Context: an optimization exercise on an open-source flow, tuned for small area and a short achievable clock period. The choices shown serve that exercise and are no tape-out recipe. The RTL was checked by simulation tests, not by an equivalence proof against the original design. Power is estimated from default activity; no workload was simulated.

Design PPCPU, start of the top module:
module PPCPU(Clock, Resetn, PC, IF_Inst, MEM_Alu,
             DM_Write, DM_WData, DM_RData);
For scale: roughly 4900 cells after synthesis, ~1300 flip-flops, about 0.062 mm^2 of cells after synthesis.
Settings: LEC_CHECK=0, CAP_MARGIN=20, CORE_MARGIN=2, CORE_UTILIZATION=55, SETUP_SLACK_MARGIN=4.3, SLEW_MARGIN=20, TNS_END_PERCENT=0, BUFFER_PORTS_ARGS=-buffer_cell sky130_fd_sc_hd__buf_2; clock period 7.0 ns.
standard.sh (not shown) runs the stock make flow with config.mk's settings and CLKGATE_MAP_FILE= SYNTH_SCRIPT=/design/flow/synth_recipe.tcl, a recipe that flattens the netlist after the stock synthesis.
==> flow/flow/run.sh <==
#!/bin/bash
# Layout: the standard flow (the standard.sh, standard synthesis unchanged), with
# one change: the input and output ports are buffered with buf_2 cells instead of
# the buffer that buffer_ports picks by default (a slow delay cell).
set -e
PORT_BUF="-buffer_cell sky130_fd_sc_hd__buf_2"
export BUFFER_PORTS_ARGS="$PORT_BUF"
if [ -w config.mk ]; then
    echo "export BUFFER_PORTS_ARGS = $PORT_BUF" >> config.mk
fi
bash standard.sh > standard_sh.log 2>&1
==> next run, changes <==
--- a/flow/design.v
+++ b/flow/design.v
@@ -131,21 +131,21 @@
         ir <= IF_Inst;
         {id_j, id_r1, id_r2} <= if_flags(IF_Inst);
     end
 function [31:1] onehot(input [4:0] n);
     integer k;
     for (k = 1; k < 32; k = k + 1) onehot[k] = n == k;
 endfunction
 always @(posedge Clock)
-    if (!stall) id_pc4 <= pcadd[31:28];    
-always @(posedge Clock) begin
-    rs_oh <= onehot(stall ? ir[9:5] : IF_Inst[9:5]);
-    rt_oh <= onehot(stall ? ir[4:0] : IF_Inst[4:0]);
-end
+    if (!stall) begin
+        id_pc4 <= pcadd[31:28];    
+        rs_oh <= onehot(IF_Inst[9:5]);
+        rt_oh <= onehot(IF_Inst[4:0]);
+    end
 always @(posedge Clock) begin
     ea <= shift ? {27'b0, ir[19:15]} : a_exe ? 32'b0 : a_mem ? mem_wd : qa;
     eb <= aluimm ? imm : b_exe ? 32'b0 : b_mem ? mem_wd : qb;
     es <= (i_beq | i_bne) ? {15'b0, {ir[25], ir[25:10]} - 17'd1} : qb;
     e_fa <= ~shift & a_exe;
     e_fb <= ~aluimm & b_exe;
 end
 always @(posedge Clock or negedge Resetn)
What happened: The changed run finished clean. Clock-buffer cell count decreases by 7. Routed wire length increases by 1.3%. Hold slack degrades by 5.1 ps. Critical path depth decreases by 2. Maximum frequency increases by 2.6%. Sequential share of layout area decreases by 0.62 points. Clock skew increases by 18 ps. Synthesized cell count stays flat. Final area increases by 2.6%. Non-clock buffer count increases by 41. Combinational power increases by 87%. Total power increases by 16%. Cell count increases by 0.83%.


The RTL this note starts from:
==> flow/design.v <==
`timescale 1ns / 1ps
module PPCPU(Clock, Resetn, PC, IF_Inst, MEM_Alu,
             DM_Write, DM_WData, DM_RData);
input Clock, Resetn;
input [31:0] IF_Inst;
output [31:0] PC;
output [31:0] MEM_Alu;
output DM_Write;
output [31:0] DM_WData;
input [31:0] DM_RData;
integer i;
reg [31:2] pc;               
reg [31:0] ir;               
reg        id_j, id_r1, id_r2;    
reg [31:28] id_pc4;          
reg [31:0] ea, eb;           
reg [31:0] es;               
reg        e_fa, e_fb;       
reg        e_add, e_sub, e_and, e_or, e_xor, e_srl, e_sll;
reg [4:0]  exe_rn;
reg        exe_wreg, exe_m2reg, exe_wmem, exe_is_jump, exe_is_beq, exe_is_bne;
reg [31:0] mem_alu, mem_b;
reg [4:0]  mem_rn;
reg        mem_wreg, mem_m2reg, mem_wmem, mem_branch;
reg        wb_branch;
reg [32*32-1:32] rf;         
reg [31:1] vld;              
assign PC = {pc, 2'b00};
assign MEM_Alu = mem_alu;
assign DM_Write = mem_wmem;
assign DM_WData = mem_b;
wire [31:0] mem_wd = mem_m2reg ? DM_RData : mem_alu;    
wire [31:1] rf_we;
genvar g;
generate for (g = 1; g < 32; g = g + 1) begin : wdec
    assign rf_we[g] = mem_wreg & (mem_rn == g);
end endgenerate
always @(posedge Clock)
    for (i = 1; i < 32; i = i + 1)
        if (rf_we[i]) rf[i*32 +: 32] <= mem_wd;
always @(posedge Clock or negedge Resetn)
    if (!Resetn) vld <= 0;
    else vld <= vld | rf_we;
wire [5:0] op = ir[31:26];
wire [5:0] func = ir[25:20];
wire [4:0] rs = ir[9:5];
wire [4:0] rt = ir[4:0];
wire [4:0] rd = ir[14:10];
wire op0 = op == 6'd0, op1 = op == 6'd1, op2 = op == 6'd2;
wire i_add  = op0 & (func[2:0] == 3'b001);
wire i_and  = op1 & (func[2:0] == 3'b001);
wire i_or   = op1 & (func[2:0] == 3'b010);
wire i_xor  = op1 & (func[2:0] == 3'b100);
wire i_srl  = op2 & (func[2:0] == 3'b010);
wire i_sll  = op2 & (func[2:0] == 3'b011);
wire i_addi = op == 6'd5;
wire i_andi = op == 6'd9;
wire i_ori  = op == 6'd10;
wire i_xori = op == 6'd12;
wire i_lw   = op == 6'd13;
wire i_sw   = op == 6'd14;
wire i_beq  = op == 6'd15;
wire i_bne  = op == 6'd16;
wire i_j    = op == 6'd18;
wire rs1_is_reg = id_r1;
wire rs2_is_reg = id_r2;
wire shift  = i_sll|i_srl;
wire aluimm = i_addi|i_andi|i_ori|i_xori|i_lw|i_sw;
wire regrt  = i_addi|i_andi|i_ori|i_xori|i_lw;
wire sext   = i_addi|i_lw|i_sw|i_beq|i_bne;
wire a_exe = rs1_is_reg & exe_wreg & (exe_rn == rs);
wire b_exe = rs2_is_reg & exe_wreg & (exe_rn == rt);
wire a_mem = rs1_is_reg & mem_wreg & (mem_rn == rs);
wire b_mem = rs2_is_reg & mem_wreg & (mem_rn == rt);
wire stall = (exe_m2reg & (a_exe | b_exe)) | exe_is_bne | exe_is_beq;
wire discard = exe_is_jump | mem_branch | wb_branch | stall;
wire f1 = func == 6'd1, f2 = func == 6'd2, f3 = func == 6'd3, f4 = func == 6'd4;
wire d_add = op0 | i_addi | i_lw | i_sw;
wire d_and = (op1 & f1) | i_andi;
wire d_or  = (op1 & f2) | i_ori;
wire d_xor = (op1 & f4) | i_xori;
wire d_srl = op2 & f2;
wire d_sll = op2 & f3;
wire d_sub = i_beq | i_bne;
function [31:1] onehot(input [4:0] n);
    integer k;
    for (k = 1; k < 32; k = k + 1) onehot[k] = n == k;
endfunction
wire [31:1] rs_oh = onehot(rs), rt_oh = onehot(rt);
wire [31:1] rsv = rs_oh & vld;
wire [31:1] rtv = rt_oh & vld;
wire [31:1] rsi = rs_oh & ~vld;
wire [31:1] rti = rt_oh & ~vld;
reg [31:0] qa, qb;
always @* begin
    qa = 0;
    qb = 0;
    for (i = 1; i < 32; i = i + 1) begin
        qa = qa | ({32{rsv[i]}} & rf[i*32 +: 32]);
        qb = qb | ({32{rtv[i]}} & rf[i*32 +: 32]);
    end
    for (i = 1; i < 9; i = i + 1) begin
        qa[3:0] = qa[3:0] | ({4{rsi[i]}} & i[3:0]);
        qb[3:0] = qb[3:0] | ({4{rti[i]}} & i[3:0]);
    end
end
wire id_wreg = (i_add|i_and|i_or|i_xor|i_sll|i_srl|i_addi|i_andi|i_ori|i_xori|i_lw) & ~discard;
wire [4:0] id_rn = regrt ? rt : rd;
wire [31:0] imm = {{16{sext & ir[25]}}, ir[25:10]};
function [2:0] if_flags(input [31:0] w);    
    reg o0, o1, o2, add, a, o, x, rl, ll, addi, andi, ori, xori, lw, sw, beq, bne;
    begin
        o0 = w[31:26] == 6'd0; o1 = w[31:26] == 6'd1; o2 = w[31:26] == 6'd2;
        add = o0 & (w[22:20] == 3'b001);
        a   = o1 & (w[22:20] == 3'b001);
        o   = o1 & (w[22:20] == 3'b010);
        x   = o1 & (w[22:20] == 3'b100);
        rl  = o2 & (w[22:20] == 3'b010);
        ll  = o2 & (w[22:20] == 3'b011);
        addi = w[31:26] == 6'd5;  andi = w[31:26] == 6'd9;  ori = w[31:26] == 6'd10;
        xori = w[31:26] == 6'd12; lw = w[31:26] == 6'd13;   sw = w[31:26] == 6'd14;
        beq = w[31:26] == 6'd15;  bne = w[31:26] == 6'd16;
        if_flags = {w[31:26] == 6'd18,
                    add|a|o|x|addi|andi|ori|xori|lw|sw|beq|bne,
                    add|a|o|x|rl|ll|sw|beq|bne};
    end
endfunction
wire [31:2] pc4 = pc + 30'd1;
wire [31:2] bpc = pc + {{13{mem_b[16]}}, mem_b[16:0]};
wire [31:2] pcadd = mem_branch ? bpc : pc4;
wire [31:2] jpc = {id_pc4, ir[25:0]};
wire [31:2] npc = (id_j & ~wb_branch & ~mem_branch) ? jpc : pcadd;
always @(posedge Clock or negedge Resetn)
    if (!Resetn) begin
        pc <= 0;
        ir <= 0;
        {id_j, id_r1, id_r2} <= 0;
    end else if (!stall) begin
        pc <= npc;
        ir <= IF_Inst;
        {id_j, id_r1, id_r2} <= if_flags(IF_Inst);
    end
always @(posedge Clock)
    if (!stall) id_pc4 <= pcadd[31:28];    
always @(posedge Clock) begin
    ea <= shift ? {27'b0, ir[19:15]} : a_exe ? 32'b0 : a_mem ? mem_wd : qa;
    eb <= aluimm ? imm : b_exe ? 32'b0 : b_mem ? mem_wd : qb;
    es <= (i_beq | i_bne) ? {15'b0, {ir[25], ir[25:10]} - 17'd1} : qb;
    e_fa <= ~shift & a_exe;
    e_fb <= ~aluimm & b_exe;
end
always @(posedge Clock or negedge Resetn)
    if (!Resetn) begin
        {e_add, e_sub, e_and, e_or, e_xor, e_srl, e_sll} <= 0;
        exe_rn <= 0;
        {exe_wreg, exe_m2reg, exe_wmem, exe_is_jump, exe_is_beq, exe_is_bne} <= 0;
    end else begin
        {e_add, e_sub, e_and, e_or, e_xor, e_srl, e_sll} <= {d_add, d_sub, d_and, d_or, d_xor, d_srl, d_sll};
        exe_rn <= id_rn;
        exe_wreg <= id_wreg;
        exe_m2reg <= i_lw;
        exe_wmem <= i_sw & ~discard;
        exe_is_jump <= i_j;
        exe_is_beq <= i_beq & ~discard;
        exe_is_bne <= i_bne & ~discard;
    end
wire [31:0] alua = ({32{e_fa}} & mem_alu) | ea;
wire [31:0] alub = ({32{e_fb}} & mem_alu) | eb;
reg [31:0] sh_in, shl;
always @* for (i = 0; i < 32; i = i + 1) sh_in[i] = e_sll ? alub[31-i] : alub[i];
wire [31:0] shr = sh_in >> ea[4:0];
always @* for (i = 0; i < 32; i = i + 1) shl[i] = shr[31-i];
wire [32:0] sum2 = {alua, 1'b1} + {alub ^ {32{e_sub}}, e_sub};
wire [31:0] sum = sum2[32:1];
wire [31:0] ealu = ({32{e_add | e_sub}} & sum)
                 | ({32{e_and}} & (alua & alub))
                 | ({32{e_or}}  & (alua | alub))
                 | ({32{e_xor}} & (alua ^ alub))
                 | ({32{e_srl}} & shr)
                 | ({32{e_sll}} & shl);
wire eq = alua == alub;
wire branch = (exe_is_beq & eq) | (exe_is_bne & ~eq);
always @(posedge Clock or negedge Resetn)
    if (!Resetn) begin
        mem_alu <= 0;
        mem_rn <= 0;
        {mem_wreg, mem_m2reg, mem_wmem, mem_branch} <= 0;
        wb_branch <= 0;
    end else begin
        mem_alu <= ealu;
        mem_rn <= exe_rn;
        {mem_wreg, mem_m2reg, mem_wmem, mem_branch} <= {exe_wreg, exe_m2reg, exe_wmem, branch};
        wb_branch <= mem_branch;
    end
always @(posedge Clock) begin
    mem_b <= es;
end
endmodule
Settings: LEC_CHECK=0, CAP_MARGIN=20, CORE_MARGIN=2, CORE_UTILIZATION=55, SETUP_SLACK_MARGIN=4.3, SLEW_MARGIN=20, TNS_END_PERCENT=0, BUFFER_PORTS_ARGS=-buffer_cell sky130_fd_sc_hd__buf_2; clock period 7.0 ns.
Scripts as last shown in full above: flow/flow/run.sh
Then changed:
--- a/flow/design.v
+++ b/flow/design.v
@@ -11,10 +11,11 @@
 integer i;
 reg [31:2] pc;               
 reg [31:0] ir;               
 reg        id_j, id_r1, id_r2;    
 reg [31:28] id_pc4;          
+reg [31:1] rs_oh, rt_oh;     
 reg [31:0] ea, eb;           
 reg [31:0] es;               
 reg        e_fa, e_fb;       
 reg        e_add, e_sub, e_and, e_or, e_xor, e_srl, e_sll;
 reg [4:0]  exe_rn;
@@ -27,16 +28,16 @@
 reg [31:1] vld;              
 assign PC = {pc, 2'b00};
 assign MEM_Alu = mem_alu;
 assign DM_Write = mem_wmem;
 assign DM_WData = mem_b;
+function [31:1] onehot(input [4:0] n);
+    integer k;
+    for (k = 1; k < 32; k = k + 1) onehot[k] = n == k;
+endfunction
 wire [31:0] mem_wd = mem_m2reg ? DM_RData : mem_alu;    
-wire [31:1] rf_we;
-genvar g;
-generate for (g = 1; g < 32; g = g + 1) begin : wdec
-    assign rf_we[g] = mem_wreg & (mem_rn == g);
-end endgenerate
+reg [31:1] rf_we;
 always @(posedge Clock)
     for (i = 1; i < 32; i = i + 1)
         if (rf_we[i]) rf[i*32 +: 32] <= mem_wd;
 always @(posedge Clock or negedge Resetn)
     if (!Resetn) vld <= 0;
@@ -80,32 +81,22 @@
 wire d_or  = (op1 & f2) | i_ori;
 wire d_xor = (op1 & f4) | i_xori;
 wire d_srl = op2 & f2;
 wire d_sll = op2 & f3;
 wire d_sub = i_beq | i_bne;
-function [31:1] onehot(input [4:0] n);
-    integer k;
-    for (k = 1; k < 32; k = k + 1) onehot[k] = n == k;
-endfunction
-wire [31:1] rs_oh = onehot(rs), rt_oh = onehot(rt);
-wire [31:1] rsv = rs_oh & vld;
-wire [31:1] rtv = rt_oh & vld;
-wire [31:1] rsi = rs_oh & ~vld;
-wire [31:1] rti = rt_oh & ~vld;
-reg [31:0] qa, qb;
+wire va = |(rs_oh & vld), vb = |(rt_oh & vld);
+reg [31:0] ra, rb;
 always @* begin
-    qa = 0;
-    qb = 0;
+    ra = 0;
+    rb = 0;
     for (i = 1; i < 32; i = i + 1) begin
-        qa = qa | ({32{rsv[i]}} & rf[i*32 +: 32]);
-        qb = qb | ({32{rtv[i]}} & rf[i*32 +: 32]);
-    end
-    for (i = 1; i < 9; i = i + 1) begin
-        qa[3:0] = qa[3:0] | ({4{rsi[i]}} & i[3:0]);
-        qb[3:0] = qb[3:0] | ({4{rti[i]}} & i[3:0]);
+        ra = ra | ({32{rs_oh[i]}} & rf[i*32 +: 32]);
+        rb = rb | ({32{rt_oh[i]}} & rf[i*32 +: 32]);
     end
 end
+wire [31:0] qa = va ? ra : {28'b0, (rs <= 5'd8) ? rs[3:0] : 4'd0};
+wire [31:0] qb = vb ? rb : {28'b0, (rt <= 5'd8) ? rt[3:0] : 4'd0};
 wire id_wreg = (i_add|i_and|i_or|i_xor|i_sll|i_srl|i_addi|i_andi|i_ori|i_xori|i_lw) & ~discard;
 wire [4:0] id_rn = regrt ? rt : rd;
 wire [31:0] imm = {{16{sext & ir[25]}}, ir[25:10]};
 function [2:0] if_flags(input [31:0] w);    
     reg o0, o1, o2, add, a, o, x, rl, ll, addi, andi, ori, xori, lw, sw, beq, bne;
@@ -140,10 +131,14 @@
         ir <= IF_Inst;
         {id_j, id_r1, id_r2} <= if_flags(IF_Inst);
     end
 always @(posedge Clock)
     if (!stall) id_pc4 <= pcadd[31:28];    
+always @(posedge Clock) begin
+    rs_oh <= stall ? onehot(ir[9:5]) : onehot(IF_Inst[9:5]);
+    rt_oh <= stall ? onehot(ir[4:0]) : onehot(IF_Inst[4:0]);
+end
 always @(posedge Clock) begin
     ea <= shift ? {27'b0, ir[19:15]} : a_exe ? 32'b0 : a_mem ? mem_wd : qa;
     eb <= aluimm ? imm : b_exe ? 32'b0 : b_mem ? mem_wd : qb;
     es <= (i_beq | i_bne) ? {15'b0, {ir[25], ir[25:10]} - 17'd1} : qb;
     e_fa <= ~shift & a_exe;
@@ -182,15 +177,17 @@
 wire branch = (exe_is_beq & eq) | (exe_is_bne & ~eq);
 always @(posedge Clock or negedge Resetn)
     if (!Resetn) begin
         mem_alu <= 0;
         mem_rn <= 0;
+        rf_we <= 0;
         {mem_wreg, mem_m2reg, mem_wmem, mem_branch} <= 0;
         wb_branch <= 0;
     end else begin
         mem_alu <= ealu;
         mem_rn <= exe_rn;
+        rf_we <= exe_wreg ? onehot(exe_rn) : 31'b0;
         {mem_wreg, mem_m2reg, mem_wmem, mem_branch} <= {exe_wreg, exe_m2reg, exe_wmem, branch};
         wb_branch <= mem_branch;
     end
 always @(posedge Clock) begin
     mem_b <= es;
Combinational power came out higher by 8.3%.
Core utilization came out lower by 0.86 points.
Critical path depth came out higher by 1.
Non-clock buffer count came out lower by 71.
Die area came out higher by 2.7%.
Setup slack gets worse by 0.028 ns.
Design area came out higher by 1.7%.
Routed wire length barely changes.
Power came out higher by 7.7%.
Via count came out higher by 0.41%.
Sequential power came out higher by 6.3%.
Worst hold slack barely changes.
Cell count came out higher by 0.60%.
Global-route usage came out lower by 1.8 points.

-- separate check: timing with driven ports --
The flow's constraints put no driver on any port. The routed layouts listed below were extracted and timed again, unchanged, in two steps.
Step 1, drivers: a clkbuf_16 drives Clock and a buf_2 each remaining input, both assumed.
Step 2, shift: input delay + t, output delay - t, t = (earliest + latest rising clock arrival at the registers) / 2. This alone moves slack from input paths to output paths.
Three values: no drivers, after step 1, after step 2; two values: the first two.
| run | t (ns) | setup slack, ns | worst hold slack (ns) | worst setup path after step 2 | worst slew at a driven data input, ns |
|---|---|---|---|---|---|
| the first run of note 1 | 0.853 | 3.549 / 3.549 / 3.248 | 0.321 / 0.321 / 0.321 | input to register | 0.05 |
| the second run of note 1 | 0.830 | 3.637 / 3.637 / 3.609 | 0.316 / 0.316 / 0.316 | input to register | 0.06 |
| the first run of note 2 | 0.861 | 3.606 / 3.606 / 3.348 | 0.324 / 0.324 / 0.324 | input to register | 0.04 |
| the second run of note 2 | 0.852 | 3.579 / 3.579 / 3.249 | 0.323 / 0.323 / 0.323 | input to register | 0.05 |
After both steps setup and hold are still met in every run listed. For the second run of note 2, which loses most, drivers alone change the setup slack by 0.000 ns; drivers and shift together by -0.330 ns.
